This design comes from an exercise in tuning for small area and a short achievable clock period on the open sky130 flow, not from production work. Only simulation tests tie the RTL to the original design; equivalence was not proved. Power figures rest on the tool's default switching activity, not on a simulated workload.

==> flow/design.v <==
`timescale 1ns / 1ps
module Fdiv (
    input  wire reset,
    input  wire clk_50ns,
    output reg  [3:0] phase,
    output wire tick_1s
);
  assign tick_1s = (phase == 4'd4);
  always @(posedge reset or posedge clk_50ns) begin
    if (reset) phase <= 4'd0;
    else if (phase == 4'd9) phase <= 4'd0;
    else phase <= phase + 4'd1;
  end
endmodule
`timescale 1ns / 1ps
module Dis (
    input wire reset,
    input wire start,
    input wire pause,
    input wire waitt,
    input wire clk_50ns,
    input wire tick_1s,
    input wire [1:0] speedup,
    output reg [18:0] distance,
    output wire drive
);
  reg start_ff;
  assign drive = (start || start_ff) && !pause && !waitt;
  wire en = tick_1s && drive;
  wire [3:0] d0 = distance[3:0];
  wire [3:0] d1 = distance[7:4];
  wire [3:0] d2 = distance[11:8];
  wire [3:0] d3 = distance[15:12];
  wire [2:0] d4 = distance[18:16];
  wire [3:0] inc = en ? {1'b0, speedup[1], speedup[0], ~(speedup[0] | speedup[1])} : 4'd0;
  wire [4:0] u = d0 + inc;
  wire c0 = (u >= 5'd10);
  wire [3:0] n0 = c0 ? u[3:0] - 4'd10 : u[3:0];
  wire c1 = c0 && (d1 == 4'd9);
  wire [3:0] n1 = c0 ? (c1 ? 4'd0 : d1 + 4'd1) : d1;
  wire c2 = c1 && (d2 == 4'd9);
  wire [3:0] n2 = c1 ? (c2 ? 4'd0 : d2 + 4'd1) : d2;
  wire c3 = c2 && (d3 == 4'd9);
  wire [3:0] n3 = c2 ? (c3 ? 4'd0 : d3 + 4'd1) : d3;
  wire [2:0] n4 = c3 ? d4 + 3'd1 : d4;
  wire wrap = (d4 == 3'd6) && (d3 == 4'd5) && (d2 == 4'd5) && (d1 == 4'd3) && (u >= 5'd6);
  wire [3:0] w0 = u[3:0] - 4'd6;
  always @(posedge reset or posedge clk_50ns) begin
    if (reset) begin
      distance <= 19'd0;
      start_ff <= 1'b0;
    end else begin
      distance <= wrap ? {15'd0, w0} : {n4, n3, n2, n1, n0};
      if (en && start) start_ff <= 1'b1;
    end
  end
endmodule
`timescale 1ns / 1ps
module Traffic (
    input  wire reset,
    input  wire pause,
    input  wire waitt,
    input  wire clk_50ns,
    input  wire tick_1s,
    output reg  addition
);
  reg [3:0] count;
  always @(posedge reset or posedge clk_50ns) begin
    if (reset) begin
      count <= 4'd0;
      addition <= 1'b0;
    end else if (tick_1s) begin
      if (count == 4'd10) begin
        count <= 4'd0;
        addition <= 1'b1;
      end else if (!pause && waitt) begin
        count <= count + 4'd1;
        addition <= 1'b0;
      end
    end
  end
endmodule
`timescale 1ns / 1ps
module Fare (
    input wire reset,
    input wire drive,
    input wire pause,
    input wire waitt,
    input wire clk_50ns,
    input wire tick_1s,
    input wire [3:0] phase,
    input wire addition,
    input wire [18:0] distance,
    output reg [18:0] fare
);
  wire [3:0] f0 = fare[3:0];
  wire [3:0] f1 = fare[7:4];
  wire [3:0] f2 = fare[11:8];
  wire [3:0] f3 = fare[15:12];
  wire [2:0] f4 = fare[18:16];
  wire le200 = (fare <= 19'h00200);   
  wire [18:0] calc;
  BcdCode u_calc (
      .reset(reset),
      .clk_50ns(clk_50ns),
      .phase(phase),
      .d(distance),
      .le200(le200),
      .fare_new(calc)
  );
  wire en5 = tick_1s && addition && waitt && !pause;
  wire [4:0] u = f0 + (en5 ? 4'd5 : 4'd0);
  wire c0 = (u >= 5'd10);
  wire [3:0] n0 = c0 ? u[3:0] - 4'd10 : u[3:0];
  wire c1 = c0 && (f1 == 4'd9);
  wire [3:0] n1 = c0 ? (c1 ? 4'd0 : f1 + 4'd1) : f1;
  wire c2 = c1 && (f2 == 4'd9);
  wire [3:0] n2 = c1 ? (c2 ? 4'd0 : f2 + 4'd1) : f2;
  wire c3 = c2 && (f3 == 4'd9);
  wire [3:0] n3 = c2 ? (c3 ? 4'd0 : f3 + 4'd1) : f3;
  wire [2:0] n4 = c3 ? f4 + 3'd1 : f4;
  wire wrap = en5 && (f4 == 3'd6) && (f3 == 4'd5) && (f2 == 4'd5) && (f1 == 4'd3) && (f0 != 4'd0);
  wire [3:0] w0 = f0 - 4'd1;
  always @(posedge reset or posedge clk_50ns) begin
    if (reset) fare <= 19'd0;
    else if (tick_1s && drive) fare <= calc;
    else fare <= wrap ? {15'd0, w0} : {n4, n3, n2, n1, n0};
  end
endmodule
`timescale 1ns / 1ps
module Delay (
    input wire reset,
    input wire clk_50ns,
    output reg [2:0] Bit_Sel
);
  reg [1:0] cnt;
  always @(posedge reset or posedge clk_50ns) begin
    if (reset) begin
      cnt <= 2'd0;
      Bit_Sel <= 3'b000;
    end else if (cnt == 2'd2) begin
      cnt <= 2'd0;
      Bit_Sel <= Bit_Sel + 3'b001;
    end else begin
      cnt <= cnt + 2'd1;
    end
  end
endmodule
`timescale 1ns / 1ps
module BcdCode (
    input  wire        reset,
    input  wire        clk_50ns,
    input  wire [3:0]  phase,
    input  wire [18:0] d,         
    input  wire        le200,     
    output wire [18:0] fare_new   
);
  wire le30 = (d <= 19'h00030);
  wire ge150 = (d >= 19'h00150);
  wire geA = (d >= 19'h54594);
  wire geB = (d >= 19'h36446);
  reg  [19:0] cst;   
  always @(*) begin
    if (le30) cst = 20'h00060;
    else if (le200) cst = geA ? 20'h34488 : 20'h00024;
    else if (ge150) cst = geB ? 20'h34398 : 20'h99934;
    else cst = 20'h39255;
  end
  wire k8 = !le200;   
  wire [4:0] c0 = (!le30 && !le200 && !ge150) ? 5'd6 : 5'd0;
  reg  [3:0] dj;   
  reg  [3:0] cj;   
  always @(*) begin
    case (phase)
      4'd9: begin dj = d[3:0];   cj = 4'd0; end
      4'd0: begin dj = d[7:4];   cj = cst[3:0]; end
      4'd1: begin dj = d[11:8];  cj = cst[7:4]; end
      4'd2: begin dj = d[15:12]; cj = cst[11:8]; end
      4'd3: begin dj = {1'b0, d[18:16]}; cj = cst[15:12]; end
      default: begin dj = 4'd0;  cj = cst[19:16]; end
    endcase
    if (le30) dj = 4'd0;
  end
  reg  [4:0] carry;
  wire [4:0] cin = (phase == 4'd9) ? c0 : carry;
  wire [6:0] t = (k8 ? {dj, 3'b000} : {2'b00, dj, 1'b0}) + cj + cin;   
  wire [3:0] tq = t / 7'd10;
  wire [3:0] q = t % 7'd10;
  wire [4:0] cout = dj + tq;
  reg  [15:0] sr;
  always @(posedge reset or posedge clk_50ns) begin
    if (reset) carry <= 5'd0;
    else carry <= cout;
  end
  always @(posedge clk_50ns) sr <= {q, sr[15:4]};
  assign fare_new = {q[2:0], sr};
endmodule
`timescale 1ns / 1ps
module SLed (
    input wire [15:0] distance_bcd,
    input wire [15:0] fare_bcd,
    input wire [2:0] Bit_Sel,
    output wire [3:0] AN,   
    output reg [7:0] Seg   
);
  reg [3:0] digit;
  assign AN = {1'b1, Bit_Sel};
  always @(*) begin
    case (Bit_Sel)
      3'b000: digit = fare_bcd[15:12];
      3'b001: digit = fare_bcd[11:8];
      3'b010: digit = fare_bcd[7:4];
      3'b011: digit = fare_bcd[3:0];
      3'b100: digit = distance_bcd[15:12];
      3'b101: digit = distance_bcd[11:8];
      3'b110: digit = distance_bcd[7:4];
      default: digit = distance_bcd[3:0];
    endcase
  end
  always @(*) begin
    case (digit)
      4'd0: Seg[7:1] = 7'b0000001;
      4'd1: Seg[7:1] = 7'b1001111;
      4'd2: Seg[7:1] = 7'b0010010;
      4'd3: Seg[7:1] = 7'b0000110;
      4'd4: Seg[7:1] = 7'b1001100;
      4'd5: Seg[7:1] = 7'b0100100;
      4'd6: Seg[7:1] = 7'b0100000;
      4'd7: Seg[7:1] = 7'b0001111;
      4'd8: Seg[7:1] = 7'b0000000;
      4'd9: Seg[7:1] = 7'b0000100;
      default: Seg[7:1] = 7'b1111111;
    endcase
    Seg[0] = (Bit_Sel[1:0] != 2'b10);
  end
endmodule
`timescale 1ns / 1ps
module Top(reset,start,pause,waitt,clk_50ns,speedup,AN,Seg);
  input reset;
  input start;
  input pause;
  input waitt;
  input clk_50ns;
  input [1:0]speedup;
  output [3:0]AN;
  output [7:0]Seg;
  wire tick_1s;
  wire [3:0]phase;
  wire addition;
  wire drive;
  wire [2:0]Bit_Sel;
  wire [18:0]fare;
  wire [18:0]distance;
  Fdiv u1(reset,clk_50ns,phase,tick_1s);
  Dis  u2(reset,start,pause,waitt,clk_50ns,tick_1s,speedup,distance,drive);
  Traffic u3(reset,pause,waitt,clk_50ns,tick_1s,addition);
  Fare u4(reset,drive,pause,waitt,clk_50ns,tick_1s,phase,addition,distance,fare);
  Delay u5(reset,clk_50ns,Bit_Sel);
  SLed  u8(distance[15:0],fare[15:0],Bit_Sel,AN,Seg);
endmodule
clock: 120.0 ns
lec_check: 0
cap_margin: 20
core_margin: 2
core_utilization: 40
slew_margin: 20
run.sh (not shown) runs the stock make flow with config.mk's settings and CLKGATE_MAP_FILE= SYNTH_SCRIPT=/design/flow/synth_recipe.tcl, a recipe that flattens the netlist after the stock synthesis.
The first run produced a clean layout.
Edit:
==> flow/flow/run.sh (new file) <==
#!/bin/bash
# Layout flow: the standard synthesis, then its combinational logic
# re-mapped by ABC with an area-oriented script (flip-flops kept as they
# are, same cells and names), then the standard ORFS flow from the
# floorplan on, with a leaner clock tree.  Each tool's output goes to a
# log file of its own in this folder.
set -euo pipefail
R=orfs/results/${FLOW_PLATFORM}/Top/base
LIB=${FLOW_HOME}/platforms/${FLOW_PLATFORM}/lib/sky130_fd_sc_hd__tt_025C_1v80.lib

bash standard.sh synth > 1_standard_synth.log 2>&1

cp ${R}/1_2_yosys.v ${R}/1_2_yosys_standard.v
FFS=$(grep -oE "sky130_fd_sc_hd__(df|edf|sdf|dl)[a-z0-9_]+" ${R}/1_2_yosys_standard.v | sort -u | tr '\n' ' ')
sed -e "s#@LIB@#${LIB}#g" -e "s#@FFS@#${FFS}#g" -e "s#@IN@#${R}/1_2_yosys_standard.v#g" \
    -e "s#@OUT@#${R}/1_2_yosys.v#g" flow/remap.ys > remap.ys
yosys -s remap.ys > 2_remap_yosys.log 2>&1
rm -f ${R}/1_synth.odb ${R}/1_synth.sdc
touch ${R}/1_2_yosys.v ${R}/1_2_yosys.sdc

bash standard.sh \
  "CTS_ARGS=-sink_clustering_enable -repair_clock_nets -dont_use_dummy_load" \
  finish > 3_standard_finish.log 2>&1
==> flow/flow/remap.ys (new file) <==
# Re-map the combinational logic of the standard synthesis netlist.  The
# flip-flop cells are black boxes, so every register keeps its cell and name.
read_liberty -ignore_miss_func @LIB@
blackbox @FFS@
read_verilog @IN@
hierarchy -check -top Top
flatten
opt_clean -purge
abc -script +strash;&get,-n;&deepsyn,-T,60;&dch,-f;&nf,-R,1000;&put -liberty @LIB@ -dont_use *probe* -dont_use *lpflow* -D 120000
opt_clean -purge
splitnets
opt_clean -purge
hilomap -singleton -hicell sky130_fd_sc_hd__conb_1 HI -locell sky130_fd_sc_hd__conb_1 LO
insbuf -buf sky130_fd_sc_hd__buf_4 A X
check
stat -liberty @LIB@
write_verilog -noattr -nohex -nodec @OUT@
==> flow/standard.sh (new file) <==
#!/bin/bash
# synth_recipe.tcl (not shown) runs the flow's synth.tcl, then flattens the netlist and writes it again
# the make line also repeats each setting of config.mk as NAME=value (left out here)
make -C /OpenROAD-flow-scripts/flow DESIGN_CONFIG=/design/flow/config.mk WORK_HOME=/design/flow/orfs CLKGATE_MAP_FILE= SYNTH_SCRIPT=/design/flow/synth_recipe.tcl "${@:-finish}"
removed: flow/run.sh
Outcome: Cell area fell by a quarter to a third. Core utilization fell by 0.28 points. Clock power fell by well over a third. Global-route usage rose by 0.73 points. Cell count fell by about a fifth. Sequential share of layout area rose by 9.4 points. Fmax rose slightly. Worst setup slack is better by 320 ps. Clock-buffer cell count stays the same. Total power fell by about a fifth. Wire length fell by a quarter to a third.

[static timing again, ports no longer ideal]
The results above use ideal ports. As a check the final layouts listed here were re-extracted and re-timed, cells and wires unchanged.
Step 1, drivers: a clkbuf_16 drives clk_50ns and a buf_2 each remaining input, both assumed.
Step 2 moves the port delays by t, midway between the first and last clock arrival at a register: inputs arrive t later, outputs are due t later. That takes back most of the time a late clock gives input paths.
a / b / c = ideal / step 1 / step 2; a / b = the first two.
run	t (ns)	slack for setup (ns)	hold WS [ns]	worst setup path after step 2
the first run	0.387	92.036 / 92.050 / 91.663	0.353 / 0.353 / 0.353	input to register
the second run	0.367	92.360 / 92.369 / 92.002	0.334 / 0.334 / 0.334	input to register
After both steps setup and hold are still met in every run listed. For the first run, which loses most, drivers alone change the setup slack by +0.014 ns; drivers and shift together by -0.373 ns.
